Source: an optimization exercise on an open RTL-to-GDS flow (aim: small area and a short achievable clock period). Production flows keep margins and buffers that such runs may drop.
Only simulation tests tie the RTL to the original design; equivalence was not proved.

[flow/run.sh]
#!/bin/bash
# synth_recipe.tcl (not shown) runs the flow's synth.tcl, then flattens the netlist and writes it again
# the make line also repeats each setting of config.mk as NAME=value (left out here)
make -C /OpenROAD-flow-scripts/flow DESIGN_CONFIG=/design/flow/config.mk WORK_HOME=/design/flow/orfs CLKGATE_MAP_FILE= SYNTH_SCRIPT=/design/flow/synth_recipe.tcl finish
[flow/config.mk]
export PLATFORM = sky130hd
export DESIGN_NAME = Top
export DESIGN_NICKNAME = Top
export VERILOG_FILES = /design/flow/design.v
export SDC_FILE = /design/flow/constraint.sdc
export NUM_CORES = 4
export LEC_CHECK = 0
export CAP_MARGIN = 20
export CORE_MARGIN = 2
export CORE_UTILIZATION = 40
export SLEW_MARGIN = 20
[flow/constraint.sdc]
create_clock -name core_clock -period 76.0 [get_ports {clk}]
set_input_delay 15.2000 -clock core_clock [delete_from_list [all_inputs] [get_ports {clk}]]
set_output_delay 15.2000 -clock core_clock [all_outputs]
set_load 0.01 [all_outputs]
[flow/design.v]
module Top(
	input clk,
	input reset,
	input signed [31:0] n,
	output reg signed [31:0] c
);
	reg signed [31:0] x;
	wire [31:0] absn;
	wire signed [31:0] n1;
	wire signed [31:0] n2;
	wire dir;
	wire signed [31:0] dirval;
	wire zerox;
	wire signed [31:0] zeroval;
	wire signed [31:0] moveval;
	wire signed [31:0] xnext;
	wire gth;
	wire ltz;
	wire crossed;
	wire signed [31:0] xmod;
	absval a0(n, absn);
	assign n1 = absn / 100;
	assign n2 = absn % 100;
	assign dir = ~n[31];
	assign dirval = dir ? 32'sd1 : -32'sd1;
	iszero z0(x, zerox);
	assign zeroval = dir ? n2 : (32'sd100 - n2);
	assign moveval = x + dirval * n2;
	mux2 m0(moveval, zeroval, zerox, xnext);
	gthundred g0(xnext, gth);
	ltzero l0(xnext, ltz);
	assign crossed = (~zerox) & (gth | ltz);
	assign xmod = (xnext % 100 + 100) % 100;
	always @(posedge clk) begin
		if (reset) begin
			x <= 32'sd50;
			c <= 32'sd0;
		end else begin
			x <= xmod;
			c <= c + n1 + crossed + (xmod == 0);
		end
	end
endmodule
module mux2(
	input [31:0] a,
	input [31:0] b,
	input sel,
	output [31:0] y
);
	assign y = sel ? b : a;
endmodule
module absval(
	input signed [31:0] a,
	output [31:0] y
);
	assign y = a[31] ? -a : a;
endmodule
module iszero(
	input signed [31:0] a,
	output z
);
	assign z = (a == 0);
endmodule
module gthundred(
	input signed [31:0] a,
	output y
);
	assign y = (a > 100);
endmodule
module ltzero(
	input signed [31:0] a,
	output y
);
	assign y = (a < 0);
endmodule
==> results of run 1 <==
[final timing paths]
path / start / endpoint / cells after the start
setup / recovery: n[1] / c[31] / 238
hold / removal: c[31] / c[31] / 2
setup reg to reg: x[10] / c[31] / 162
hold reg to reg: c[31] / c[31] / 2
[flip-flops by register name, indices dropped and copies added (netlist names)]
register and cells:
c 32, x 32
[kinds of logic after synthesis]
group	Yosys count	synth area share, %
mux	69	2.41
simple gates	1207	20.0
xor+xnor	307	8.94
buf+inv	640	10.1
fa+ha+maj	483	23.0
compound gates	1288	31.9
flops	64	3.74
[cell usage in the layout (no fill, tap or decap), drive strengths merged, types with 61 or more instances in the layout]
master	count
a31oi	65
nor3	120
nand2	278
ha	215
inv	470
nor2	296
clkdlybuf4s50	61
a21oi	235
fa	250
o211ai	66
dfxtp	64
xor2	80
xnor2	224
nand3	95
o21ai	183
buf	108
[area by class of cell]
type	instances	share of cell area, %
well taps	1144	3.91
clock buffers	9	0.615
inverters	472	4.95
repair buffers	171	4.04
multi-input cells	3356	82.7
clock inverters	7	0.283
flip-flops and latches	64	3.50
[critical path: cells and delay by family]
family / cells / cell delay, ps
AO/OA/AOI/OAI: 124 / 29230
AND/OR/NAND/NOR: 54 / 12610
adder cells (fa/ha/maj): 18 / 6960
buffers and inverters: 27 / 4560
XOR/XNOR: 9 / 1950
multiplexers: 6 / 1900
[per-layer routing]
| layer | share of wire (%) | up-vias | GRT usage (%) |
|---|---|---|---|
| met1 | 44 | 15217 | 29.5 |
| met3 | 4.9 | 172 | 2.43 |
| li1 | - | 15035 | - |
| met4 | 3.0 | 2 | 6.52 |
| met5 | 0.010 | - | 0 |
| met2 | 48 | 1009 | 36.8 |
[metrics by stage]
stage	util, %	TNS, ps
floorplan	-	0
detailed placement	41.3	0
global route	43.1	-205
CTS	41.7	0
global placement	41.3	0
finish	43.1	0
[what timing repair did]
item	in CTS	in global routing
buffers inserted	0	49
hold buffers	0	0
gates resized for setup	0	130
setup endpoints to repair	0	28
==> impl_metrics.json, run 1 <==
{
  "path_class": "in -> reg",
  "drtIter0Drc": 2107,
  "pre_cts_ws_ps": 95.9,
  "ff2ff_setup_slack_ps": 38140,
  "h-tree-depth": 3,
  "synth_nets": 4557,
  "ys.flop_type": "dfxtp_1",
  "core-area_mm2": 0.0850,
  "synthTopCellsByArea": "fa_1 (15%), ha_1 (7.9%), xnor2_1 (5.1%)",
  "clock.fmax_mhz": 13.8,
  "synth-edff-count": 0,
  "maxCapViolCount": 0,
  "via_per_inst": 6.02,
  "syn-cell-area_mm2": 0.0343,
  "outcome": "no timing/DRC/antenna violations",
  "dieArea_mm2": 0.0880,
  "cts_buffer_depth": 2,
  "rows": 107,
  "place_hpwl_um": 80000,
  "syn_inst": 4058,
  "vias": 31435,
  "area_delta_synth_final_pct": 6.94,
  "start_kind": "input pin",
  "gp_congestion": 0.920,
  "antenna_found_initial": 1,
  "finalWorstSetupSlack_ps": 3640,
  "first_global_vias": 29793,
  "slowest_delay_ps": 690,
  "worstMarginPinSlew_ps": 1080,
  "postRouteAntennaNets": 0,
  "seq_area_mm2": 0.00128,
  "synth_top_area_share_pct": 14.6,
  "dr.pass1.iters": 7,
  "slew_headroom_pct": 26.3,
  "synth_most_common_cell": "inv_1",
  "cp-end-kind": "register",
  "synth_warnings": 1,
  "final_cells": 5223,
  "ys_async_sr_fraction_pct": 0,
  "root_buffer": "clkbuf_16",
  "wl_per_cell_um": 18.9,
  "grt_start_max_net_pins": 57,
  "final_area_mm2": 0.0366,
  "path_clk_slew_ps": 60,
  "gr-total-overflow": 0,
  "clock_sinks": 64,
  "cp.required_ps": 76240,
  "fp.dieH_um": 297,
  "maxSlewViolCount": 0,
  "layout.nets": 4573,
  "port_buffers": 65,
  "fp.dieW_um": 297,
  "yosysTopAreaCell": "fa_1",
  "detailed_place.area_mm2": 0.0352,
  "period_needed_ps": 72360,
  "ios": 66,
  "multiInputGateArea_mm2": 0.0303,
  "numCtsBuffers": 9,
  "ys_ff_latch": 64,
  "synth_common_cells": "inv_1 (459), nor2_1 (279), nand2_1 (260)",
  "crit_arrival_ps": 72600,
  "finClkSkew_ps": 15.9,
  "placed_cells": 5156,
  "grt_pass1_wl_um": 158000,
  "min_period_over_period_pct": 95.2,
  "final-hold-violation-count": 0,
  "track_usage_pct": 21.9,
  "synth-seq-area-share_pct": 3.74,
  "finalWirelength_um": 98800,
  "ys_types": 210,
  "setup_viol": 0,
  "fillerInstances": 8488,
  "crit_slowest_cell": "fa_2",
  "cts_tree": "built",
  "drive_gt1_share_pct": 20.0,
  "cpMostUsedCell": "a21oi_1",
  "min_path_type": "reg -> reg",
  "antenna_cells": 0,
  "clk-insertion-delay-late_ps": 390,
  "initial_utilization_pct": 40.3,
  "hold_ws_ps": 529,
  "worst-path-max-fanout": 18,
  "syn_avg_cell_area_um2": 8.44,
  "drc_errors": 0
}
==> inputs of run 2 (changes only) <==
==> flow/design.v (replaced) <==
module Top(
	input clk,
	input reset,
	input signed [31:0] n,
	output reg signed [31:0] c
);
	reg [6:0] x;
	wire s = n[31];
	wire [30:0] np = n[30:0] ^ {31{s}};    
	wire [4:0] rem [0:29];
	wire [28:0] q;
	assign rem[0] = 5'd0;
	genvar i;
	generate
		for (i = 0; i < 29; i = i + 1) begin : div
			wire [5:0] v = {rem[i], np[30-i]};
			wire ge = (v >= 6'd25);
			assign q[28-i] = ge;
			assign rem[i+1] = ge ? (v - 6'd25) : v[4:0];
		end
	endgenerate
	wire [6:0] r = {rem[29], np[1:0]};    
	wire xz = (x == 7'd0);
	wire [6:0] m = s ? (xz ? 7'd1 : 7'd101 - x) : x;
	wire [7:0] t = r + m;
	wire w = (t >= 8'd100);
	wire [6:0] rr = w ? (t - 8'd100) : t[6:0];
	wire rz = (rr == 7'd0);
	wire quirk = xz & rz;
	wire [6:0] xn = (s & ~rz) ? (7'd100 - rr) : rr;
	always @(posedge clk) begin
		if (reset) begin
			x <= 7'd50;
			c <= 32'sd0;
		end else begin
			x <= xn;
			c <= c + q + w + quirk;
		end
	end
endmodule
--- a/flow/config.mk
+++ b/flow/config.mk
@@ -6,4 +6,5 @@
 export NUM_CORES = 4
 export LEC_CHECK = 0
+export ABC_AREA = 1
 export CAP_MARGIN = 20
 export CORE_MARGIN = 2
==> run 2 against run 1 <==
Against the previous run:
- sequential share of layout area rose by 4.7 points
- flip-flop and latch count fell by 25
- setup slack improved by 29000 ps
- area after synthesis fell by 75%
- first-iteration DRC count fell by 90%
- wire length fell by 83%
- register-to-register slack improved by 29000 ps
- synthesized cell count fell by 69%
==> impl_metrics.json, run 2 <==
{
  "synthTopCellsByArea": "ha_1 (13%), nand2_1 (11%), dfxtp_1 (9.3%)",
  "cp-end-kind": "register",
  "slew_headroom_pct": 47.5,
  "grt_start_max_net_pins": 42,
  "synth_most_common_cell": "nand2_1",
  "maxSlewViolCount": 0,
  "clk-insertion-delay-late_ps": 280,
  "start_kind": "input pin",
  "synth_top_area_share_pct": 12.8,
  "hold_path_depth": 1,
  "yosysTopAreaCell": "ha_1",
  "outcome": "no timing/DRC/antenna violations",
  "cts_tree": "built",
  "track_usage_pct": 15.3,
  "drive_gt1_share_pct": 21.2,
  "worstMarginPinSlew_ps": 787,
  "fp.dieH_um": 149,
  "fp.dieW_um": 149,
  "fin_tns_setup_ps": 0,
  "ys_async_sr_fraction_pct": 0,
  "syn_avg_cell_area_um2": 6.73,
  "ys_types": 48,
  "path_class": "in -> reg",
  "rsz0062_at_grt": "no",
  "ios": 66,
  "antenna_found_initial": 0,
  "cpMostUsedCell": "nand2_1",
  "synth_nets": 1372,
  "numCtsBuffers": 5,
  "post_cts_buffers": 0,
  "crit_slowest_cell": "buf_4",
  "period_needed_ps": 43500,
  "layout.nets": 1437,
  "pre_cts_ws_ps": 32190,
  "layout_common_cells": "nand2_1 (238), inv_1 (191), nand3_1 (132)",
  "h-tree-depth": 2,
  "core-area_mm2": 0.0208,
  "worst-path-max-fanout": 41,
  "drtIter0Drc": 204,
  "crit_arrival_ps": 43660,
  "min_period_over_period_pct": 57.2,
  "fin_util_pct": 45.6,
  "cp.required_ps": 76170,
  "final_area_mm2": 0.00951,
  "place_hpwl_um": 14100,
  "cts-hold-fix-buffers": 0,
  "gr-total-overflow": 0,
  "rr_endpoint": "c[30]",
  "finalWirelength_um": 16800,
  "rows": 53,
  "synth_warnings": 1,
  "detailed_place.area_mm2": 0.00934,
  "grt_pass1_wl_um": 29300,
  "syn_inst": 1249,
  "finClkSkew_ps": 6.93,
  "top_register": "c",
  "dieArea_mm2": 0.0222,
  "ys.flop_type": "dfxtp_1",
  "reg.largest.list": "c x32, x x7",
  "first_global_vias": 6857,
  "antenna_cells": 0,
  "syn-cell-area_mm2": 0.00841,
  "postRouteAntennaNets": 0,
  "setup_viol": 0,
  "drc_errors": 0,
  "dr.pass1.iters": 5,
  "maxCapViolCount": 0,
  "gp_congestion": 0.824,
  "r2r-start": "x[1]",
  "fillerInstances": 2140,
  "holdPathEnd": "c[31]",
  "synth-seq-area-share_pct": 9.29,
  "mostFrequentLayoutCell": "nand2_1",
  "path_clk_slew_ps": 60,
  "ff2ff_setup_slack_ps": 67600,
  "r2r_cells": 57,
  "via_per_inst": 4.74,
  "wl_per_cell_um": 10.6,
  "min_path_type": "reg -> reg",
  "cts_buffer_depth": 2,
  "final-hold-violation-count": 0,
  "finalWorstSetupSlack_ps": 32500,
  "synth_common_cells": "nand2_1 (238), inv_1 (191), nand3_1 (132)",
  "largest_reg_flops": 32,
  "clock_sinks": 39,
  "ctsResizeCount": 0,
  "area_delta_synth_final_pct": 13.1,
  "synth-edff-count": 0,
  "slowest_delay_ps": 530,
  "vias": 7524,
  "root_buffer": "clkbuf_16",
  "ys_ff_latch": 39,
  "hold_path_startpoint": "c[31]",
  "port_buffers": 65,
  "clock.fmax_mhz": 23.0,
  "initial_utilization_pct": 40.4
}
[run 2: final cells by class]
class	instances	area [um^2]	share of cell area, %
Clock buffer	5	125	1.32
Clock inverter	2	37.5	0.395
Inverter	205	774	8.15
Multi-Input combinational cell	997	6790	71.4
Sequential cell	39	781	8.21
Tap cell	275	344	3.62
Timing Repair Buffer	66	653	6.87
[run 2: cell families after synthesis]
| group | after synthesis | synth area share [%] |
|---|---|---|
| xor gates and xnor gates | 83 | 11.4 |
| buffers and inverters | 213 | 9.96 |
| AOI/OAI and AO/OA | 135 | 9.36 |
| and+or+nand+nor | 690 | 46.5 |
| DFF | 39 | 9.29 |
| adders and majority gates | 89 | 13.5 |
[run 2: critical path, delay by kind of cell]
kind	cells	cell delay (ps)
fa+ha+maj	27	4610
compound gates	17	2890
xor+xnor	1	210
simple gates	168	16060
buf+inv	56	4560
[run 2: how the worst max path moves through the flow]
stage,from,to,slack (ps)
floorplan,n[31],c[30],36400
global placement,n[31],c[30],32660
detailed placement,n[31],c[30],32190
CTS,n[31],c[30],32390
global route,n[31],c[30],28640
finish,n[31],c[30],32500
[run 2: through the flow]
step	hold WS (ps)	std cells
global placement	448	1582
CTS	481	1589
finish	476	1589
detailed placement	469	1582
floorplan	473	1249
global route	518	1589
[run 2: layer usage]
| metal | wire [um] | vias to the layer above | GRT usage, % | part of all wire [%] |
|---|---|---|---|---|
| li1 | - | 4140 | - | - |
| met1 | 8400 | 3299 | 20.4 | 50 |
| met2 | 7800 | 79 | 26.5 | 46 |
| met3 | 581 | 6 | 2.94 | 3.5 |
| met4 | 65 | 0 | 1.67 | 0.39 |
| met5 | 0 | - | 0 | 0 |
==> inputs of run 3 (changes only) <==
==> flow/design.v (replaced) <==
module Top(
	input clk,
	input reset,
	input signed [31:0] n,
	output reg signed [31:0] c
);
	reg [6:0] x;
	wire s = n[31];
	wire [30:0] np = n[30:0] ^ {31{s}};
	wire [4:0] rem [0:29];
	wire [28:0] q;
	assign rem[0] = 5'd0;
	genvar i;
	generate
		for (i = 0; i < 29; i = i + 1) begin : div
			wire [4:0] r = rem[i];
			wire b = np[30-i];
			wire o = r[1] | r[0] | b;
			wire ge = r[4] | (r[3] & r[2] & o);    
			assign q[28-i] = ge;
			assign rem[i+1] = {r[3] ^ (ge & r[2] & o), r[2] ^ (ge & o),
			                   r[1] ^ (ge & ~r[0] & ~b), r[0] ^ (ge & ~b), b ^ ge};
		end
	endgenerate
	wire [6:0] r = {rem[29], np[1:0]};    
	wire [7:0] sm = {1'b0, x} + {1'b0, r ^ {7{s}}};
	wire ge100 = (sm >= 8'd100);
	wire le128 = (sm <= 8'd128);
	wire [6:0] xn = s ? (sm[7] ? sm[6:0] : sm[6:0] - 7'd28)
	                  : (ge100 ? sm[6:0] - 7'd100 : sm[6:0]);
	wire xz = (x == 7'd0);
	wire k0 = xz ? (~s & (r == 7'd0)) : (s ? le128 : ge100);
	wire k1 = xz & s & (r == 7'd99);
	always @(posedge clk) begin
		if (reset) begin
			x <= 7'd50;
			c <= 32'sd0;
		end else begin
			x <= xn;
			c <= c + q[24:0] + {k1, k0};
		end
	end
endmodule
==> flow/flow/run.sh (new file) <==
#!/bin/bash
# Standard ORFS layout, except that synthesis maps the logic with an
# area-oriented ABC script and without Yosys's full-adder extraction.
set -euo pipefail
W=$(pwd)
rm -rf "$W/scripts_area"
cp -r "$FLOW_HOME/scripts" "$W/scripts_area"
cp "$W/flow/abc_area.script" "$W/scripts_area/abc_area.script"
SCRIPTS_DIR="$W/scripts_area" ADDER_MAP_FILE= bash standard.sh synth > "$W/synth.log" 2>&1
bash standard.sh > "$W/layout.log" 2>&1
==> flow/flow/abc_area.script (new file) <==
strash
dc2
dch -f
map -a
topo
dnsize
stime -c
==> flow/standard.sh (new file) <==
#!/bin/bash
# synth_recipe.tcl (not shown) runs the flow's synth.tcl, then flattens the netlist and writes it again
# the make line also repeats each setting of config.mk as NAME=value (left out here)
make -C /OpenROAD-flow-scripts/flow DESIGN_CONFIG=/design/flow/config.mk WORK_HOME=/design/flow/orfs CLKGATE_MAP_FILE= SYNTH_SCRIPT=/design/flow/synth_recipe.tcl "${@:-finish}"
removed: flow/run.sh
==> run 3 against run 2 <==
Against the previous run:
- design area fell by 35%
- sequential share of layout area increased by 4.4 points
- area after synthesis decreased by 39%
- critical path depth down 52
- core utilization rose by 3.6 points
- largest cell class unchanged
- highest routed layer unchanged
==> impl_metrics.json, run 3 <==
{
  "first_global_vias": 4960,
  "ys_ff_latch": 39,
  "outcome": "no timing/DRC/antenna violations",
  "syn_inst": 958,
  "wl_per_cell_um": 10.3,
  "yosysTopAreaCell": "nor2_1",
  "post_cts_buffers": 0,
  "cts-hold-fix-buffers": 0,
  "clock_sinks": 39,
  "cpMostUsedCell": "nand2_1",
  "maxSlewViolCount": 0,
  "root_buffer": "clkbuf_16",
  "ys.flop_type": "dfxtp_1",
  "drive_gt1_share_pct": 2.62,
  "grt_start_max_net_pins": 37,
  "dr.pass1.iters": 4,
  "path_clk_slew_ps": 60,
  "cts_buffer_depth": 2,
  "h-tree-depth": 2,
  "synth_nets": 992,
  "gp_congestion": 0.806,
  "synth_most_common_cell": "nor2_1",
  "min_period_over_period_pct": 60.0,
  "ios": 66,
  "ys_types": 31,
  "pre_cts_ws_ps": 30200,
  "cts_tree": "built",
  "synth_top_area_share_pct": 20.0,
  "synthTopCellsByArea": "nor2_1 (20%), dfxtp_1 (15%), xor2_1 (12%)",
  "ff2ff_setup_slack_ps": 69380,
  "numCtsBuffers": 5,
  "antenna_found_initial": 0,
  "slew_headroom_pct": 45.5,
  "final-hold-violation-count": 0,
  "final_cells": 1204,
  "slowest_delay_ps": 470,
  "final_area_mm2": 0.00621,
  "ctsResizeCount": 0,
  "fin_tns_setup_ps": 0,
  "cp.required_ps": 76170,
  "antenna_cells": 0,
  "track_usage_pct": 17.6,
  "core-area_mm2": 0.0126,
  "min_path_type": "reg -> reg",
  "synth_warnings": 1,
  "fp.dieW_um": 118,
  "finalWirelength_um": 12400,
  "vias": 5682,
  "layout_common_cells": "nor2_1 (275), clkinv_1 (157), nand2_1 (132)",
  "worst-path-max-fanout": 36,
  "drtIter0Drc": 221,
  "fp.dieH_um": 118,
  "largest_reg_flops": 32,
  "rsz0062_at_grt": "no",
  "finalWorstSetupSlack_ps": 30410,
  "synth_common_cells": "nor2_1 (275), clkinv_1 (157), nand2_1 (132)",
  "finClkSkew_ps": 4.12,
  "worstMarginPinSlew_ps": 815,
  "mostFrequentLayoutCell": "nor2_1",
  "detailed_place.area_mm2": 0.00602,
  "maxCapViolCount": 0,
  "reg.largest.list": "c x32, x x7",
  "critical-path-top-delay-family": "simple AND/OR/NAND/NOR gates",
  "place_hpwl_um": 10100,
  "syn_avg_cell_area_um2": 5.38,
  "cp-end-kind": "register",
  "placed_cells": 1196,
  "initial_utilization_pct": 40.8,
  "port_buffers": 65,
  "crit_buf_inv": 48,
  "top_register": "c",
  "period_needed_ps": 45590,
  "path_class": "in -> reg",
  "drc_errors": 0,
  "dieArea_mm2": 0.0138,
  "postRouteAntennaNets": 0,
  "grt_pass1_wl_um": 21300,
  "setup_viol": 0,
  "via_per_inst": 4.72,
  "start_kind": "input pin",
  "synth-edff-count": 0,
  "rows": 41,
  "area_delta_synth_final_pct": 20.5,
  "crit_arrival_ps": 45750,
  "clk-insertion-delay-late_ps": 280,
  "clock.fmax_mhz": 21.9,
  "crit_slowest_cell": "buf_4",
  "layout.nets": 1065,
  "syn-cell-area_mm2": 0.00515,
  "ys_async_sr_fraction_pct": 0,
  "synth-seq-area-share_pct": 15.1,
  "gr-total-overflow": 0
}
-- run 3: worst paths after layout --
path               from  endpoint  cells past startpoint
setup / recovery  n[31]     c[31]                    217
hold reg to reg   c[29]     c[29]                      2
setup reg to reg   x[1]     c[31]                     44
hold / removal    c[29]     c[29]                      2
-- run 3: worst register-to-register path, delay by kind of cell (launching register included) --
family,cells,cell delay (ps)
compound gates,13,2470
simple gates,22,2640
xor+xnor,2,480
flops,1,320
buf+inv,7,660
-- run 3: stage by stage --
step | hold WS (ps) | util, %
after detailed placement | 482 | 47.7
after floorplan | 473 | -
after CTS | 498 | 49.2
final | 511 | 49.2
after global placement | 481 | 47.7
after global routing | 510 | 49.2
-- run 3: cell families after synthesis --
| logic type | Yosys count | share of synthesized area, % |
|---|---|---|
| xor+xnor | 84 | 14.3 |
| simple gates | 516 | 41.6 |
| buf+inv | 157 | 11.4 |
| compound gates | 162 | 17.5 |
| flops | 39 | 15.1 |
-- run 3: cell type report --
class	count	area (um^2)
multi-input combinational	762	3780
clock inverter	2	60.1
tap	172	215
inverter	157	589
clock buffer	6	129
timing repair buffer	66	653
fill	1438	6410
sequential	39	781
-- run 3: routing by layer --
metal	vias to the layer above	GRT usage, %	part of all wire, %
met2	67	28.3	41
met3	7	1.99	2.9
met4	0	2.26	0.48
li1	3252	-	-
met5	-	0	0
met1	2356	25.9	56
==> inputs of run 4 (changes only) <==
==> flow/flow/run.sh (replaced) <==
#!/bin/bash
# Standard ORFS layout, except that synthesis maps the logic with an
# area-oriented ABC script and without Yosys's full-adder extraction, and
# the port buffers are the smallest buffer cell.
set -euo pipefail
W=$(pwd)
rm -rf "$W/scripts_area"
cp -r "$FLOW_HOME/scripts" "$W/scripts_area"
cp "$W/flow/abc_area.script" "$W/scripts_area/abc_area.script"
SCRIPTS_DIR="$W/scripts_area" ADDER_MAP_FILE= bash standard.sh synth > "$W/synth.log" 2>&1
export BUFFER_PORTS_ARGS="-buffer_cell sky130_fd_sc_hd__buf_1"
bash standard.sh > "$W/layout.log" 2>&1
--- a/flow/config.mk
+++ b/flow/config.mk
@@ -9,4 +9,5 @@
 export CAP_MARGIN = 20
 export CORE_MARGIN = 2
-export CORE_UTILIZATION = 40
+export CORE_UTILIZATION = 70
+export CTS_BUF_LIST = sky130_fd_sc_hd__clkbuf_8
 export SLEW_MARGIN = 20
==> run 4 against run 3 <==
Against the previous run:
- sequential share of layout area up 1.3 points
- wire length fell by 6.0%
- global-route usage increased by 11 points
- flip-flop and latch count did not move
- largest cell class unchanged
- fmax is essentially flat
- non-clock buffer count is 1 higher
- via count is 3.4% higher
- clock skew barely moved
- clock-buffer cell count is 1 lower
- area after synthesis stayed put
- worst hold slack worse by 49 ps
==> impl_metrics.json, run 4 <==
{
  "worstMarginPinSlew_ps": 611,
  "gp_congestion": 0.870,
  "fin_tns_setup_ps": 0,
  "maxSlewViolCount": 0,
  "synth_most_common_cell": "nor2_1",
  "yosysTopAreaCell": "nor2_1",
  "area_delta_synth_final_pct": 8.86,
  "core-area_mm2": 0.00718,
  "root_buffer": "clkbuf_8",
  "path_clk_slew_ps": 70,
  "min_path_type": "reg -> reg",
  "syn-cell-area_mm2": 0.00515,
  "path_class": "in -> reg",
  "initial_utilization_pct": 71.8,
  "pre_cts_ws_ps": 30630,
  "slew_headroom_pct": 59.0,
  "port_buffers": 65,
  "synthTopCellsByArea": "nor2_1 (20%), dfxtp_1 (15%), xor2_1 (12%)",
  "ys_async_sr_fraction_pct": 0,
  "worst-path-max-fanout": 36,
  "largest_reg_flops": 32,
  "first_global_vias": 5225,
  "post_cts_buffers": 0,
  "cp-end-kind": "register",
  "mostFrequentLayoutCell": "nor2_1",
  "clk-insertion-delay-late_ps": 290,
  "synth_nets": 992,
  "final-hold-violation-count": 0,
  "via_per_inst": 5.20,
  "h-tree-depth": 2,
  "synth_top_area_share_pct": 20.0,
  "antenna_cells": 0,
  "cts-hold-fix-buffers": 0,
  "finalWirelength_um": 11600,
  "final_cells": 1130,
  "cpMostUsedCell": "nand2_1",
  "setup_viol": 0,
  "synth-edff-count": 0,
  "synth_warnings": 1,
  "finClkSkew_ps": 4.46,
  "reg.largest.list": "c x32, x x7",
  "period_needed_ps": 45550,
  "syn_avg_cell_area_um2": 5.38,
  "ios": 66,
  "cts_buffer_depth": 2,
  "rows": 31,
  "numCtsBuffers": 5,
  "fp.dieW_um": 89.8,
  "gr-total-overflow": 0,
  "wl_per_cell_um": 10.3,
  "crit_arrival_ps": 45720,
  "synth-seq-area-share_pct": 15.1,
  "clock_sinks": 39,
  "start_kind": "input pin",
  "cts_tree": "built",
  "top_register": "c",
  "grt_start_max_net_pins": 37,
  "finalWorstSetupSlack_ps": 30450,
  "ys.flop_type": "dfxtp_1",
  "drive_gt1_share_pct": 2.52,
  "drc_errors": 0,
  "ys_types": 31,
  "grt_pass1_wl_um": 20800,
  "rsz0062_at_grt": "no",
  "dieArea_mm2": 0.00806,
  "min_period_over_period_pct": 59.9,
  "cp.required_ps": 76170,
  "layout_common_cells": "nor2_1 (275), clkinv_1 (157), nand2_1 (132)",
  "outcome": "no timing/DRC/antenna violations",
  "slowest_delay_ps": 480,
  "crit_slowest_cell": "or3b_2",
  "syn_inst": 958,
  "drtIter0Drc": 211,
  "place_hpwl_um": 9330,
  "postRouteAntennaNets": 0,
  "ys_ff_latch": 39,
  "vias": 5876,
  "dr.pass1.iters": 6,
  "ctsResizeCount": 0,
  "synth_common_cells": "nor2_1 (275), clkinv_1 (157), nand2_1 (132)",
  "fp.dieH_um": 89.8,
  "track_usage_pct": 29.0,
  "placed_cells": 1124,
  "maxCapViolCount": 0,
  "clock.fmax_mhz": 22.0,
  "antenna_found_initial": 0,
  "layout.nets": 1066
}
run 4: cell counts after synthesis:
Identical to the previous run, type by type.
run 4: path summary, 6_finish.rpt:
kind | startpoint | to | slack, ps | cells after the start
setup / recovery | n[31] | c[31] | 30450 | 217
hold / removal | c[31] | c[31] | 460 | 1
setup reg to reg | x[1] | c[31] | 69250 | 43
hold reg to reg | c[31] | c[31] | 460 | 1
run 4: cells by family after synthesis:
kind of cell | count (synthesis) | synth area share, %
AOI/OAI and AO/OA | 162 | 17.5
xor gates and xnor gates | 84 | 14.3
buffers and inverters | 157 | 11.4
DFF | 39 | 15.1
and+or+nand+nor | 516 | 41.6
run 4: per-stage QoR:
step	hold slack (ps)	instance area [um^2]	utilization, %
finish	462	5610	78.2
global route	497	5610	78.2
CTS	459	5610	78.2
detailed placement	445	5540	77.2
global placement	441	5540	77.2
floorplan	473	5150	-
run 4: per-layer routing:
metal,global-route usage (%),part of all wire (%),vias to the layer above
li1,-,-,3243
met2,50.6,45,111
met5,0,0,-
met1,38.7,50,2512
met4,6.03,0.93,0
met3,3.60,3.8,10
run 4: critical path, delay by kind of cell:
family	cells	cell delay [ps]
simple gates	125	16600
xor+xnor	21	4200
buf+inv	48	5690
compound gates	23	3940
run 4: layout make-up:
cell class                 count  area, um^2
multi-input combinational    762        3780
fill                         652        1570
sequential                    39         781
inverter                     157         589
timing repair buffer          67         260
tap                           99         124
clock buffer                   5        68.8
clock inverter                 1        3.75
==> inputs of run 5 (changes only) <==
--- a/flow/config.mk
+++ b/flow/config.mk
@@ -9,5 +9,5 @@
 export CAP_MARGIN = 20
 export CORE_MARGIN = 2
-export CORE_UTILIZATION = 70
+export CORE_UTILIZATION = 40
 export CTS_BUF_LIST = sky130_fd_sc_hd__clkbuf_8
 export SLEW_MARGIN = 20
==> run 5 against run 4 <==
Against the previous run:
- still clean
- final cell count up 6.6%
- worst hold slack gained 12 ps
- via count shrank 3.2%
- critical endpoint unchanged
==> impl_metrics.json, run 5 <==
{
  "period_needed_ps": 45310,
  "dr.pass1.iters": 4,
  "fp.dieW_um": 118,
  "crit_slowest_cell": "buf_4",
  "rows": 41,
  "slowest_delay_ps": 470,
  "grt.met3_usage_pct": 2.28,
  "mostFrequentLayoutCell": "nor2_1",
  "path_clk_slew_ps": 90,
  "fillerInstances": 1481,
  "cts-hold-fix-buffers": 0,
  "area_delta_synth_final_pct": 10.9,
  "layout.nets": 1066,
  "final_cells": 1205,
  "gr-total-overflow": 0,
  "ys.flop_type": "dfxtp_1",
  "setup_viol": 0,
  "worst-path-max-fanout": 36,
  "min_path_type": "reg -> reg",
  "antenna_found_initial": 0,
  "hold_ws_ps": 474,
  "syn_inst": 958,
  "clock.fmax_mhz": 22.1,
  "syn-cell-area_mm2": 0.00515,
  "finalWirelength_um": 12000,
  "reg.largest.list": "c x32, x x7",
  "start_kind": "input pin",
  "root_buffer": "clkbuf_8",
  "ctsResizeCount": 0,
  "cp-end-kind": "register",
  "cpMostUsedCell": "nand2_1",
  "first_global_vias": 4924,
  "ys_async_sr_fraction_pct": 0,
  "seq_area_um2": 781,
  "top_register": "c",
  "h-tree-depth": 2,
  "synth_most_common_cell": "nor2_1",
  "dieArea_mm2": 0.0138,
  "post_cts_buffers": 0,
  "drive_gt1_share_pct": 2.81,
  "synth-seq-area-share_pct": 15.1,
  "cp.required_ps": 76200,
  "final-hold-violation-count": 0,
  "largest_reg_flops": 32,
  "clock_sinks": 39,
  "maxCapViolCount": 0,
  "place_hpwl_um": 9850,
  "yosysTopAreaCell": "nor2_1",
  "gr-usage-met1_pct": 25.1,
  "multiInputGateArea_mm2": 0.00378,
  "cts_tree": "built",
  "layout_common_cells": "nor2_1 (275), clkinv_1 (157), nand2_1 (132)",
  "port_buffers": 65,
  "clk-insertion-delay-late_ps": 300,
  "synth_warnings": 1,
  "postRouteAntennaNets": 0,
  "worstMarginPinSlew_ps": 607,
  "vias": 5686,
  "synth_common_cells": "nor2_1 (275), clkinv_1 (157), nand2_1 (132)",
  "synthTopCellsByArea": "nor2_1 (20%), dfxtp_1 (15%), xor2_1 (12%)",
  "grt_pass1_wl_um": 21100,
  "outcome": "no timing/DRC/antenna violations",
  "slew_headroom_pct": 59.2,
  "rsz0062_at_grt": "no",
  "synth_nets": 992,
  "grt_util_met2_pct": 28.3,
  "wl_per_cell_um": 10.0,
  "crit_arrival_ps": 45500,
  "drtIter0Drc": 225,
  "ys_ff_latch": 39,
  "drc_errors": 0,
  "placed_cells": 1197,
  "ios": 66,
  "core-area_mm2": 0.0126,
  "min_period_over_period_pct": 59.6,
  "synth-edff-count": 0,
  "fin_util_pct": 45.3,
  "track_usage_pct": 17.4,
  "initial_utilization_pct": 40.8,
  "maxSlewViolCount": 0,
  "cts_buffer_depth": 2,
  "synth_top_area_share_pct": 20.0,
  "ys_types": 31,
  "top_usage_layer": "met2",
  "syn_avg_cell_area_um2": 5.38,
  "numCtsBuffers": 5,
  "grt_start_max_net_pins": 37,
  "path_class": "in -> reg",
  "via_per_inst": 4.72,
  "fin_tns_setup_ps": 0,
  "gp_congestion": 0.824,
  "fp.dieH_um": 118,
  "finClkSkew_ps": 6.01,
  "antenna_cells": 0
}
-- run 5: cells by family (layout without fill, tap and decap cells) --
logic type                count (synthesis)  after routing  synth area share, %
and+or+nand+nor                         516            516                 41.6
AOI/OAI and AO/OA                       162            162                 17.5
buffers and inverters                   157            232                 11.4
xor gates and xnor gates                 84             84                 14.3
DFF                                      39             39                 15.1
-- run 5: per-layer routing --
layer,share of wire [%],wire length [um],vias up
li1,-,-,3251
met1,55,6680,2372
met2,41,5000,59
met3,2.7,330,4
met4,0.38,46,0
met5,0,0,-
-- run 5: area by class of cell --
type | count | share of cell area [%]
clock buffers | 5 | 1.20
well taps | 172 | 3.76
multi-input cells | 762 | 66.2
inverters | 157 | 10.3
repair buffers | 67 | 4.55
flip-flops and latches | 39 | 13.7
clock inverters | 3 | 0.350
-- run 5: critical path, delay by kind of cell --
family          cells  cell delay (ps)
xor+xnor           20             3960
buf+inv            48             5540
compound gates     23             3940
simple gates      126            16770
-- run 5: per-stage QoR --
stage | instance area (um^2) | setup slack [ps]
final | 5720 | 30690
after global routing | 5720 | 25440
after CTS | 5720 | 30680
after detailed placement | 5630 | 30450
after global placement | 5630 | 30930
after floorplan | 5150 | 35430
-- run 5: worst paths after layout --
kind	from	slack (ps)	depth (start not counted)	to
setup / recovery	n[31]	30690	217	c[31]
hold / removal	c[31]	470	1	c[31]
setup reg to reg	x[1]	69310	44	c[31]
hold reg to reg	c[31]	470	1	c[31]
==> inputs of run 6 (changes only) <==
--- a/flow/flow/run.sh
+++ b/flow/flow/run.sh
@@ -10,3 +10,3 @@
 SCRIPTS_DIR="$W/scripts_area" ADDER_MAP_FILE= bash standard.sh synth > "$W/synth.log" 2>&1
 export BUFFER_PORTS_ARGS="-buffer_cell sky130_fd_sc_hd__buf_1"
-bash standard.sh > "$W/layout.log" 2>&1
+SETUP_SLACK_MARGIN=34 bash standard.sh > "$W/layout.log" 2>&1
==> run 6 against run 5 <==
Against the previous run:
- via count rose by 9.5%
- worst hold slack worse by 5.2 ps
- synthesized cell count unchanged
- core utilization grew 11 points
- fmax is 13% higher
- highest routed layer unchanged
- sequential share of layout area decreased by 2.7 points
- global-route usage increased by 1.2 points
- non-clock buffer count increased by 78
==> impl_metrics.json, run 6 <==
{
  "first_global_vias": 5248,
  "vias": 6229,
  "top_usage_layer": "met2",
  "ys_types": 31,
  "period_needed_ps": 40100,
  "crit_arrival_ps": 40300,
  "numCtsBuffers": 5,
  "cts_buffer_depth": 2,
  "slowest_delay_ps": 390,
  "gr-usage-met1_pct": 25.5,
  "cp.required_ps": 76190,
  "dieArea_mm2": 0.0138,
  "synth_top_area_share_pct": 20.0,
  "ff2ff_setup_slack_ps": 70380,
  "synth_most_common_cell": "nor2_1",
  "fp.dieW_um": 118,
  "path_class": "in -> reg",
  "port_buffers": 65,
  "setup.worst_path.start": "n[31]",
  "fin_util_pct": 56.3,
  "root_buffer": "clkbuf_8",
  "r2r-start": "x[1]",
  "reg.largest.list": "c x32, x x7",
  "final-hold-violation-count": 0,
  "min_period_over_period_pct": 52.8,
  "pre_cts_ws_ps": 30450,
  "antenna_cells": 0,
  "fillerInstances": 1309,
  "synthTopCellsByArea": "nor2_1 (20%), dfxtp_1 (15%), xor2_1 (12%)",
  "grt_util_met2_pct": 31.2,
  "rows": 41,
  "largest_reg_flops": 32,
  "hold_path_depth": 1,
  "clock_sinks": 39,
  "synth-seq-area-share_pct": 15.1,
  "holdPathEnd": "c[31]",
  "ys_ff_latch": 39,
  "start_kind": "input pin",
  "syn-cell-area_mm2": 0.00515,
  "synth-edff-count": 0,
  "synth_nets": 992,
  "finClkSkew_ps": 5.53,
  "r2r_cells": 44,
  "drtIter0Drc": 257,
  "h-tree-depth": 2,
  "finalWirelength_um": 14300,
  "initial_utilization_pct": 40.8,
  "clk-insertion-delay-late_ps": 300,
  "gp_congestion": 0.824,
  "slew_headroom_pct": 58.6,
  "layout.nets": 1144,
  "cts-hold-fix-buffers": 0,
  "crit_slowest_cell": "or3b_4",
  "gr-total-overflow": 0,
  "top_register": "c",
  "drc_errors": 0,
  "clock.fmax_mhz": 24.9,
  "setup_viol": 0,
  "antenna_found_initial": 0,
  "maxCapViolCount": 0,
  "layout_common_cells": "nor2_1 (224), clkinv_1 (114), nand2_1 (105)",
  "grt_pass1_wl_um": 22300,
  "core-area_mm2": 0.0126,
  "ios": 66,
  "syn_inst": 958,
  "track_usage_pct": 18.6,
  "dr.pass1.iters": 4,
  "via_per_inst": 4.86,
  "yosysTopAreaCell": "nor2_1",
  "wl_per_cell_um": 11.1,
  "synth_warnings": 1,
  "fp.dieH_um": 118,
  "path_clk_slew_ps": 90,
  "place_hpwl_um": 9850,
  "grt_start_max_net_pins": 23,
  "outcome": "no timing/DRC/antenna violations",
  "maxSlewViolCount": 0,
  "area_delta_synth_final_pct": 38.0,
  "syn_avg_cell_area_um2": 5.38,
  "ys_async_sr_fraction_pct": 0,
  "mostFrequentLayoutCell": "nor2_1",
  "worst-path-max-fanout": 5,
  "grt.met3_usage_pct": 2.37,
  "fin_tns_setup_ps": 0,
  "final_cells": 1283,
  "synth_common_cells": "nor2_1 (275), clkinv_1 (157), nand2_1 (132)",
  "cp-end-kind": "register",
  "drive_gt1_share_pct": 25.9,
  "postRouteAntennaNets": 0,
  "worstMarginPinSlew_ps": 617,
  "cts_tree": "built",
  "rr_endpoint": "c[31]",
  "ys.flop_type": "dfxtp_1",
  "rsz0062_at_grt": "no",
  "placed_cells": 1197,
  "finalWorstSetupSlack_ps": 35900,
  "min_path_type": "reg -> reg",
  "hold_path_startpoint": "c[31]"
}
-- run 6: cell counts after synthesis --
Identical to the previous run, type by type.
-- run 6: worst max-delay path by stage --
stage / cells past startpoint / to / slack [ps]
floorplan: 214 / c[31] / 35430
global placement: 220 / c[31] / 30930
detailed placement: 217 / c[31] / 30450
CTS: 215 / c[31] / 34010
global route: 216 / c[31] / 33510
finish: 214 / c[31] / 35900
-- run 6: worst max-delay path, delay by kind of cell --
kind / cells / cell delay [ps]
AOI/OAI and AO/OA: 21 / 2490
xor gates and xnor gates: 16 / 2770
buffers and inverters: 50 / 4890
and+or+nand+nor: 127 / 14880
-- run 6: logic make-up (layout without fill, tap and decap cells) --
family | Yosys count | in the layout | share of synthesized area, %
simple gates | 516 | 516 | 41.6
compound gates | 162 | 162 | 17.5
buf+inv | 157 | 310 | 11.4
xor+xnor | 84 | 84 | 14.3
flops | 39 | 39 | 15.1
-- run 6: what timing repair did --
action                     4_1_cts  5_1_grt
setup endpoints to repair       31       37
cloned                           1        0
pin swaps                       11       63
gates resized for setup         76      158
hold endpoints to repair         0        0
buffers inserted                29       48
-- run 6: final cells by class --
type / instances / area (um^2) / area share, %
clock inverters: 3 / 20.0 / 0.282
repair buffers: 145 / 883 / 12.4
flip-flops and latches: 39 / 781 / 11.0
inverters: 157 / 604 / 8.50
multi-input cells: 762 / 4540 / 63.8
well taps: 172 / 215 / 3.03
clock buffers: 5 / 68.8 / 0.968
-- run 6: per-stage QoR --
stage / hold WS, ps / cell area, um^2
after floorplan: 473 / 5150
after global placement: 434 / 5630
after detailed placement: 459 / 5630
after CTS: 475 / 6210
after global routing: 526 / 7110
final: 469 / 7110
-- run 6: metal layers --
| layer | routed length, um | vias up | share of wire, % |
|---|---|---|---|
| met3 | 429 | 20 | 3.0 |
| li1 | - | 3385 | - |
| met4 | 223 | 0 | 1.6 |
| met1 | 6950 | 2736 | 49 |
| met2 | 6680 | 88 | 47 |
| met5 | 0 | - | 0 |
==> inputs of run 7 (changes only) <==
==> flow/design.v (replaced) <==
module Top(
	input clk,
	input reset,
	input signed [31:0] n,
	output reg signed [31:0] c
);
	reg [6:0] x;
	wire s = n[31];
	wire [4:0] rem [0:29];
	wire [28:0] q;
	assign rem[0] = {s, s, 3'b000};    
	genvar i;
	generate
		for (i = 0; i < 29; i = i + 1) begin : div
			wire [4:0] r = rem[i];
			wire b = n[30-i];
			wire o = r[1] | r[0] | b;
			wire ge = r[4] | (r[3] & r[2] & o);    
			assign q[28-i] = ge;
			assign rem[i+1] = {r[3] ^ (ge & r[2] & o), r[2] ^ (ge & o),
			                   r[1] ^ (ge & ~r[0] & ~b), r[0] ^ (ge & ~b), b ^ ge};
		end
	endgenerate
	wire [6:0] rr = {rem[29], n[1:0]};    
	wire [7:0] sm = {1'b0, x} + {1'b0, rr};
	wire ge100 = (sm >= 8'd100);
	wire le100 = (sm <= 8'd100);
	wire [6:0] xn = ge100 ? sm[6:0] - 7'd100 : sm[6:0];
	wire xz = (x == 7'd0);
	wire rz = (rr == 7'd0);
	wire k0 = s ? (~xz & le100) : (ge100 | (xz & rz));
	wire k1 = s & xz & rz;
	always @(posedge clk) begin
		if (reset) begin
			x <= 7'd50;
			c <= 32'sd0;
		end else begin
			x <= xn;
			c <= c + (q[24:0] ^ {25{s}}) + {k1, k0};
		end
	end
endmodule
--- a/flow/flow/run.sh
+++ b/flow/flow/run.sh
@@ -10,3 +10,3 @@
 SCRIPTS_DIR="$W/scripts_area" ADDER_MAP_FILE= bash standard.sh synth > "$W/synth.log" 2>&1
 export BUFFER_PORTS_ARGS="-buffer_cell sky130_fd_sc_hd__buf_1"
-SETUP_SLACK_MARGIN=34 bash standard.sh > "$W/layout.log" 2>&1
+bash standard.sh > "$W/layout.log" 2>&1
==> flow/flow/abc_area.script (replaced) <==
strash
dc2
dch -f
amap -x
topo
stime -c
==> run 7 against run 6 <==
Against the previous run:
- design area decreased by 30%
- clock skew about the same
- clock-buffer cell count increased by 1
- critical endpoint unchanged
- largest cell class unchanged
- synthesized cell count decreased by 15%
- still clean on timing, DRC and antenna
- setup slack got worse by 7700 ps
- global-route usage decreased by 0.54 points
- critical path type unchanged
- non-clock buffer count decreased by 78
==> impl_metrics.json, run 7 <==
{
  "ys.flop_type": "dfxtp_1",
  "rr_endpoint": "c[31]",
  "fin_tns_setup_ps": 0,
  "place_hpwl_um": 8560,
  "synthTopCellsByArea": "dfxtp_1 (18%), nor2_1 (17%), a21oi_1 (13%)",
  "yosysTopAreaCell": "dfxtp_1",
  "post_cts_buffers": 0,
  "cp.required_ps": 76210,
  "numCtsBuffers": 5,
  "worst-path-max-fanout": 12,
  "cpMostUsedCell": "nor2_1",
  "fp.dieH_um": 109,
  "r2r-start": "x[1]",
  "seq_area_um2": 781,
  "dr.pass1.iters": 4,
  "synthAdderAreaFrac_pct": 0,
  "ys_async_sr_fraction_pct": 0,
  "ys_ff_latch": 39,
  "maxSlewViolCount": 0,
  "yosys.area_share.simple_pct": 42.2,
  "antenna_found_initial": 0,
  "syn_inst": 818,
  "wl_per_cell_um": 10.0,
  "path_clk_slew_ps": 70,
  "finClkSkew_ps": 5.19,
  "via_per_inst": 4.99,
  "syn_avg_cell_area_um2": 5.44,
  "hold_path_depth": 1,
  "worstMarginPinSlew_ps": 599,
  "start_kind": "input pin",
  "rsz0062_at_grt": "no",
  "clock_sinks": 39,
  "mostFrequentLayoutCell": "nor2_1",
  "dieArea_mm2": 0.0120,
  "maxCapViolCount": 0,
  "core-area_mm2": 0.0108,
  "synth-seq-area-share_pct": 17.5,
  "reg.largest.list": "c x32, x x7",
  "grt_start_max_net_pins": 46,
  "ff2ff_setup_slack_ps": 68410,
  "synth_warnings": 1,
  "synth_common_cells": "nor2_1 (196), nand2_1 (136), a21oi_1 (114)",
  "period_needed_ps": 47770,
  "vias": 5152,
  "yosys.area_share.xor_xnor_pct": 0,
  "root_buffer": "clkbuf_8",
  "synth_top_area_share_pct": 17.5,
  "largest_reg_flops": 32,
  "fin_util_pct": 45.9,
  "synth_most_common_cell": "nor2_1",
  "synth_nets": 852,
  "fp.dieW_um": 109,
  "clk-insertion-delay-late_ps": 290,
  "min_period_over_period_pct": 62.9,
  "final-hold-violation-count": 0,
  "gr-total-overflow": 0,
  "synth_compound_area_share_pct": 34.4,
  "cts-hold-fix-buffers": 0,
  "layout.nets": 926,
  "syn-cell-area_mm2": 0.00445,
  "slowest_delay_ps": 550,
  "crit_arrival_ps": 47980,
  "area_delta_synth_final_pct": 11.7,
  "track_usage_pct": 18.0,
  "finalWirelength_um": 10400,
  "ios": 66,
  "initial_utilization_pct": 41.1,
  "cts_buffer_depth": 2,
  "top_register": "c",
  "layout_common_cells": "nor2_1 (196), nand2_1 (136), a21oi_1 (114)",
  "drc_errors": 0,
  "postRouteAntennaNets": 0,
  "crit_slowest_cell": "o311ai_0",
  "detailed_place.area_mm2": 0.00488,
  "fillerInstances": 1229,
  "ctsResizeCount": 0,
  "cp-end-kind": "register",
  "hold_path_startpoint": "c[31]",
  "cts_tree": "built",
  "antenna_cells": 0,
  "h-tree-depth": 2,
  "outcome": "no timing/DRC/antenna violations",
  "setup_viol": 0,
  "first_global_vias": 4376,
  "grt_pass1_wl_um": 18300,
  "gp_congestion": 0.826,
  "synth_top_family_by_area": "simple AND/OR/NAND/NOR gates",
  "clock.fmax_mhz": 20.9,
  "min_path_type": "reg -> reg",
  "holdPathEnd": "c[31]",
  "synth-edff-count": 0,
  "drtIter0Drc": 244,
  "rows": 38,
  "slew_headroom_pct": 59.5,
  "path_class": "in -> reg",
  "port_buffers": 65,
  "multiInputGateArea_mm2": 0.00341,
  "r2r_cells": 42,
  "final_area_mm2": 0.00497,
  "synth.area.mux_share_pct": 0,
  "ys_types": 33,
  "drive_gt1_share_pct": 1.01
}
==> run 7: cell count changes in the layout (fill, tap and decap cells not counted), sizes merged, moves of 14 or more <==
cell    delta
a21oi     +58
nor3      +30
xor2      -72
clkinv    -51
buf       -76
nand3     -41
nor3b     +15
inv       -35
nor4      -14
nor2      -79
o21ai     +16
==> run 7: cell families (layout without fill, tap and decap cells) <==
family                 after synthesis  after routing
AND/OR/NAND/NOR                    440            440
AO/OA/AOI/OAI                      269            269
buffers and inverters               70            144
flip-flops                          39             39
==> run 7: per-stage QoR <==
step / cells / hold WS [ps] / setup slack [ps]
4_1_cts: 1032 / 466 / 28350
5_1_grt: 1032 / 512 / 22450
2_1_floorplan: 818 / 488 / 32520
6_report: 1032 / 462 / 28230
3_3_place_gp: 1025 / 453 / 28530
3_5_place_dp: 1025 / 453 / 28220
==> run 7: worst max-delay path by stage <==
stage | startpoint | to | slack, ps | cells after the start
after detailed placement | n[31] | c[31] | 28220 | 189
after floorplan | n[31] | c[31] | 32520 | 187
after global routing | n[31] | c[31] | 22450 | 188
after CTS | n[31] | c[31] | 28350 | 189
final | n[31] | c[31] | 28230 | 189
after global placement | n[31] | c[31] | 28530 | 187
==> run 7: final cells by class <==
type	count	area share (%)
sequential	39	15.7
timing repair buffer	67	5.21
clock buffer	6	1.66
multi-input combinational	709	68.5
tap	140	3.52
inverter	70	5.28
clock inverter	1	0.101
==> run 7: worst max-delay path, delay by kind of cell <==
family,cells,cell delay (ps)
and+or+nand+nor,129,21390
AOI/OAI and AO/OA,43,8860
buffers and inverters,17,2480
==> run 7: metal layers <==
| metal | up-vias | global-route usage, % | share of wire (%) |
|---|---|---|---|
| met5 | - | 0 | 0 |
| met4 | 0 | 3.35 | 0.69 |
| met3 | 6 | 1.84 | 2.8 |
| met2 | 48 | 28.7 | 41 |
| met1 | 2087 | 26.4 | 56 |
| li1 | 3011 | - | - |
==> inputs of run 8 (changes only) <==
--- a/flow/design.v
+++ b/flow/design.v
@@ -7,10 +7,10 @@
 	reg [6:0] x;
 	wire s = n[31];
-	wire [4:0] rem [0:29];
-	wire [28:0] q;
-	assign rem[0] = {s, s, 3'b000};    
+	wire [4:0] rem [4:29];
+	wire [24:0] q;
+	assign rem[4] = {1'b0, n[30:27]} + {1'b0, s, 2'b00, s};    
 	genvar i;
 	generate
-		for (i = 0; i < 29; i = i + 1) begin : div
+		for (i = 4; i < 29; i = i + 1) begin : div
 			wire [4:0] r = rem[i];
 			wire b = n[30-i];
--- a/flow/config.mk
+++ b/flow/config.mk
@@ -11,3 +11,4 @@
 export CORE_UTILIZATION = 40
 export CTS_BUF_LIST = sky130_fd_sc_hd__clkbuf_8
+export PLACE_DENSITY = 0.9
 export SLEW_MARGIN = 20
==> run 8 against run 7 <==
Against the previous run:
- wire length increased by 4.0%
- global-route usage grew 0.20 points
- setup slack better by 430 ps
- worst hold slack worse by 11 ps
- register-to-register slack gained 700 ps
- design area grew 0.33%
- non-clock buffer count is the same
- sequential share of layout area down 0.051 points
- fmax increased by 0.90%
- clock-buffer cell count unchanged
==> impl_metrics.json, run 8 <==
{
  "rsz0062_at_grt": "no",
  "syn-cell-area_mm2": 0.00444,
  "cp.required_ps": 76200,
  "wl_met1_um": 5220,
  "crit_buf_inv": 10,
  "antenna_cells": 0,
  "core-area_mm2": 0.0108,
  "synth_nets": 853,
  "ctsResizeCount": 0,
  "postRouteAntennaNets": 0,
  "cts_buffer_depth": 2,
  "yosysTopAreaCell": "dfxtp_1",
  "synth_top_area_share_pct": 17.6,
  "clock.fmax_mhz": 21.1,
  "post_cts_buffers": 0,
  "dr_wl_met3_um": 445,
  "r2r_cells": 44,
  "area_delta_synth_final_pct": 12.4,
  "ys.flop_type": "dfxtp_1",
  "slew_headroom_pct": 52.7,
  "path_class": "in -> reg",
  "cp.depth": 188,
  "ys_ff_latch": 39,
  "rows": 38,
  "root_buffer": "clkbuf_8",
  "layout.nets": 927,
  "worst-path-max-fanout": 13,
  "period_needed_ps": 47340,
  "final-hold-violation-count": 0,
  "maxSlewViolCount": 0,
  "fp.dieW_um": 109,
  "largest_reg_flops": 32,
  "hold_ws_ps": 451,
  "place_hpwl_um": 8850,
  "hold_path_depth": 2,
  "wl_per_cell_um": 10.4,
  "path_clk_slew_ps": 70,
  "layout_common_cells": "nor2_1 (194), nand2_1 (141), a21oi_1 (117)",
  "start_kind": "input pin",
  "synth-seq-area-share_pct": 17.6,
  "gr-total-overflow": 0,
  "min_period_over_period_pct": 62.3,
  "critical-path-top-delay-family": "simple AND/OR/NAND/NOR gates",
  "crit_arrival_ps": 47540,
  "synth-edff-count": 0,
  "gp_congestion": 0.917,
  "via_per_inst": 5.23,
  "syn_inst": 819,
  "vias": 5409,
  "synth_common_cells": "nor2_1 (194), nand2_1 (141), a21oi_1 (117)",
  "wl_met2_um": 5060,
  "synth_most_common_cell": "nor2_1",
  "cts_tree": "built",
  "finClkSkew_ps": 8.54,
  "dieArea_mm2": 0.0120,
  "port_buffers": 65,
  "dr.max_layer_used": "met4",
  "first_global_vias": 4658,
  "numCtsBuffers": 5,
  "finalWirelength_um": 10800,
  "fillerInstances": 1152,
  "drive_gt1_share_pct": 1.12,
  "ys_async_sr_fraction_pct": 0,
  "grt_pass1_wl_um": 18400,
  "grt_start_max_net_pins": 46,
  "maxCapViolCount": 0,
  "drtIter0Drc": 209,
  "top_register": "c",
  "worstMarginPinSlew_ps": 710,
  "synthTopCellsByArea": "dfxtp_1 (18%), nor2_1 (16%), a21oi_1 (13%)",
  "min_path_type": "reg -> reg",
  "cts-hold-fix-buffers": 0,
  "synth_warnings": 1,
  "clock_sinks": 39,
  "h-tree-depth": 2,
  "mostFrequentLayoutCell": "nor2_1",
  "drc_errors": 0,
  "dr.pass1.iters": 4,
  "setup_viol": 0,
  "ys_types": 35,
  "initial_utilization_pct": 40.9,
  "track_usage_pct": 18.2,
  "reg.largest.list": "c x32, x x7",
  "fp.dieH_um": 109,
  "clk-insertion-delay-late_ps": 290,
  "cp-end-kind": "register",
  "fin_tns_setup_ps": 0,
  "slowest_delay_ps": 520,
  "ios": 66,
  "outcome": "no timing/DRC/antenna violations",
  "syn_avg_cell_area_um2": 5.42,
  "cpMostUsedCell": "nor2_1",
  "crit_slowest_cell": "buf_1",
  "antenna_found_initial": 0
}
run 8: cell types whose count changed in the layout (fill, tap and decap cells not counted), sizes merged, moves of 3 or more:
| cell | delta |
|---|---|
| nor3 | +3 |
| nor2b | -3 |
| a21oi | +3 |
| o221ai | +4 |
| a31oi | -5 |
| o21a | -3 |
| clkinv | +6 |
| nor3b | -5 |
| nand2 | +5 |
run 8: area by class of cell:
cell class / instances / area (um^2) / share of cell area [%]
multi-input cells: 704 / 3370 / 67.6
clock buffers: 6 / 82.6 / 1.66
flip-flops and latches: 39 / 781 / 15.7
clock inverters: 2 / 35.0 / 0.702
inverters: 76 / 285 / 5.72
repair buffers: 67 / 259 / 5.19
well taps: 140 / 175 / 3.51
run 8: worst reg2reg max path: cells and delay by family (launching register included):
| family | cells | cell delay (ps) |
|---|---|---|
| buf+inv | 4 | 400 |
| compound gates | 17 | 2860 |
| simple gates | 23 | 3210 |
| flops | 1 | 350 |
run 8: final timing paths:
kind              start    end  slack (ps)
setup / recovery  n[31]  c[30]       28660
hold / removal    c[31]  c[31]         450
setup reg to reg   x[1]  c[30]       69110
hold reg to reg   c[31]  c[31]         450
run 8: kinds of logic after synthesis:
family | Yosys count | synth area share (%)
flip-flops | 39 | 17.6
AO/OA/AOI/OAI | 270 | 34.8
AND/OR/NAND/NOR | 434 | 41.2
buffers and inverters | 76 | 6.43
run 8: metrics by stage:
stage / setup WS (ps) / cell area (um^2) / utilization, % / std cells
floorplan: 33190 / 4440 / - / 819
global route: 23640 / 4990 / 46.0 / 1034
global placement: 30300 / 4870 / 44.9 / 1026
finish: 28660 / 4990 / 46.0 / 1034
CTS: 28970 / 4990 / 46.0 / 1034
detailed placement: 28810 / 4870 / 44.9 / 1026
run 8: layer usage:
layer | global-route usage [%] | up-vias
met4 | 2.89 | 0
li1 | - | 3019
met1 | 23.3 | 2323
met5 | 0 | -
met2 | 32.7 | 63
met3 | 2.85 | 4
==> inputs of run 9 (changes only) <==
--- a/flow/config.mk
+++ b/flow/config.mk
@@ -9,6 +9,6 @@
 export CAP_MARGIN = 20
 export CORE_MARGIN = 2
-export CORE_UTILIZATION = 40
+export CORE_UTILIZATION = 60
 export CTS_BUF_LIST = sky130_fd_sc_hd__clkbuf_8
-export PLACE_DENSITY = 0.9
+export PLACE_DENSITY = 0.85
 export SLEW_MARGIN = 20
==> run 9 against run 8 <==
Against the previous run:
- setup slack worse by 470 ps
- core utilization is 22 points higher
- clock skew is 5.8 ps higher
- global-route usage is 7.8 points higher
- still clean
- register-to-register slack worse by 50 ps
- non-clock buffer count stayed put
- worst hold slack better by 4.2 ps
- flip-flop and latch count stayed put
- critical path type unchanged
==> impl_metrics.json, run 9 <==
{
  "synth_nets": 853,
  "crit_slowest_cell": "buf_1",
  "outcome": "no timing/DRC/antenna violations",
  "r2r_cells": 44,
  "rows": 31,
  "layout.nets": 927,
  "fp.dieH_um": 90.0,
  "final_area_mm2": 0.00490,
  "slew_headroom_pct": 53.3,
  "finalWirelength_um": 10800,
  "h-tree-depth": 2,
  "ys.flop_type": "dfxtp_1",
  "finClkSkew_ps": 14.3,
  "ys_async_sr_fraction_pct": 0,
  "fillerInstances": 698,
  "grt_start_max_net_pins": 46,
  "ys_ff_latch": 39,
  "cpMostUsedCell": "nor2_1",
  "fp.dieW_um": 90.0,
  "vias": 5558,
  "maxCapViolCount": 0,
  "track_usage_pct": 26.0,
  "port_buffers": 65,
  "grt_pass1_wl_um": 18900,
  "synth-seq-area-share_pct": 17.6,
  "path_clk_slew_ps": 80,
  "synth_top_area_share_pct": 17.6,
  "cts-hold-fix-buffers": 0,
  "postRouteAntennaNets": 0,
  "detailed_place.area_mm2": 0.00482,
  "pre_cts_ws_ps": 28550,
  "synth_most_common_cell": "nor2_1",
  "ctsResizeCount": 0,
  "synth_common_cells": "nor2_1 (194), nand2_1 (141), a21oi_1 (117)",
  "post_cts_buffers": 0,
  "final-hold-violation-count": 0,
  "layout_common_cells": "nor2_1 (194), nand2_1 (141), a21oi_1 (117)",
  "worstMarginPinSlew_ps": 700,
  "fin_tns_setup_ps": 0,
  "gp_congestion": 0.864,
  "dr.pass1.iters": 6,
  "drc_errors": 0,
  "place_hpwl_um": 8720,
  "first_global_vias": 4875,
  "start_kind": "input pin",
  "min_path_type": "reg -> reg",
  "ys_types": 35,
  "wl_per_cell_um": 10.8,
  "synth-edff-count": 0,
  "crit_arrival_ps": 48010,
  "clk-insertion-delay-late_ps": 290,
  "mostFrequentLayoutCell": "nor2_1",
  "rsz0062_at_grt": "no",
  "cts_tree": "built",
  "area_delta_synth_final_pct": 10.5,
  "cp.required_ps": 76200,
  "clock.fmax_mhz": 20.9,
  "cp-end-kind": "register",
  "finalWorstSetupSlack_ps": 28190,
  "hold_path_depth": 2,
  "worst-path-max-fanout": 13,
  "root_buffer": "clkbuf_8",
  "ios": 66,
  "drtIter0Drc": 284,
  "period_needed_ps": 47810,
  "clock_sinks": 39,
  "drive_gt1_share_pct": 0.895,
  "core-area_mm2": 0.00721,
  "antenna_cells": 0,
  "path_class": "in -> reg",
  "initial_utilization_pct": 61.5,
  "maxSlewViolCount": 0,
  "largest_reg_flops": 32,
  "cts_buffer_depth": 2,
  "syn_avg_cell_area_um2": 5.42,
  "hold_ws_ps": 456,
  "min_period_over_period_pct": 62.9,
  "synth_warnings": 1,
  "syn-cell-area_mm2": 0.00444,
  "reg.largest.list": "c x32, x x7",
  "via_per_inst": 5.60,
  "numCtsBuffers": 5,
  "synthTopCellsByArea": "dfxtp_1 (18%), nor2_1 (16%), a21oi_1 (13%)",
  "syn_inst": 819,
  "yosysTopAreaCell": "dfxtp_1",
  "dieArea_mm2": 0.00810,
  "top_register": "c",
  "setup_viol": 0,
  "antenna_found_initial": 0,
  "gr-total-overflow": 0,
  "slowest_delay_ps": 520
}
run 9: cell types whose count changed in the layout (fill, tap and decap cells not counted):
cell       change
clkbuf_8       -1
bufinv_16      -1
inv_1          +2
run 9: final cells by class:
cell class	instances	area (um^2)	share of cell area [%]
flip-flops and latches	39	781	15.9
repair buffers	67	259	5.28
clock buffers	5	68.8	1.40
inverters	76	285	5.82
multi-input cells	704	3370	68.8
clock inverters	3	12.5	0.255
well taps	99	124	2.53
run 9: kinds of logic (layout without fill, tap and decap cells):
group	count (synthesis)	in the layout	synth area share [%]
DFF	39	39	17.6
buffers and inverters	76	151	6.43
and+or+nand+nor	434	434	41.2
AOI/OAI and AO/OA	270	270	34.8
run 9: critical path, delay by kind of cell:
| family | cells | cell delay, ps |
|---|---|---|
| AO/OA/AOI/OAI | 43 | 7960 |
| buffers and inverters | 10 | 1670 |
| AND/OR/NAND/NOR | 136 | 23130 |
run 9: metal layers:
metal  GRT usage (%)  up-vias  wire length, um
met4            5.90        0               99
met2            48.1      108             5220
met3            3.10       16              359
met1            32.3     2435             5070
li1                -     2999                -
met5               0        -                0
run 9: through the flow:
step	utilization, %	instances
6_report	67.9	993
5_1_grt	67.9	993
4_1_cts	67.9	993
3_5_place_dp	66.8	985
3_3_place_gp	66.8	985
2_1_floorplan	-	819
run 9: final timing paths:
check              from  endpoint  slack, ps
setup reg to reg   x[1]     c[30]      69060
hold / removal    c[31]     c[31]        460
hold reg to reg   c[31]     c[31]        460
setup / recovery  n[31]     c[30]      28190

==> port drivers added, routing unchanged <==
The flow's constraints put no driver on any port. The routed layouts listed below were extracted and timed again, unchanged, in two steps.
Step 1, drivers: a clkbuf_16 drives clk and a buf_2 each remaining input, both assumed.
Step 2, shift: input delay + t, output delay - t, t = (earliest + latest rising clock arrival at the registers) / 2. This alone moves slack from input paths to output paths.
Slacks: ideal ports / drivers / drivers and shift; pairs: ideal ports / drivers.
| run | t, ns | setup slack, ns | latest minus earliest clock arrival (ns) |
|---|---|---|---|
| run 1 | 0.433 | 3.641 / 3.673 / 3.240 | 0.016 / 0.016 |
| run 2 | 0.315 | 32.505 / 32.523 / 32.209 | 0.007 / 0.007 |
| run 3 | 0.314 | 30.414 / 30.430 / 30.116 | 0.004 / 0.004 |
| run 4 | 0.314 | 30.452 / 30.460 / 30.146 | 0.005 / 0.004 |
| run 5 | 0.328 | 30.694 / 30.704 / 30.376 | 0.006 / 0.006 |
| run 6 | 0.328 | 35.897 / 35.909 / 35.581 | 0.006 / 0.006 |
| run 7 | 0.317 | 28.233 / 28.241 / 27.925 | 0.005 / 0.005 |
| run 8 | 0.310 | 28.660 / 28.665 / 28.355 | 0.009 / 0.009 |
| run 9 | 0.306 | 28.188 / 28.187 / 27.881 | 0.014 / 0.014 |
After both steps setup and hold are still met in every run listed. The setup slack of run 1, which loses most, moves by +0.032 ns with the drivers and by -0.401 ns with both steps.
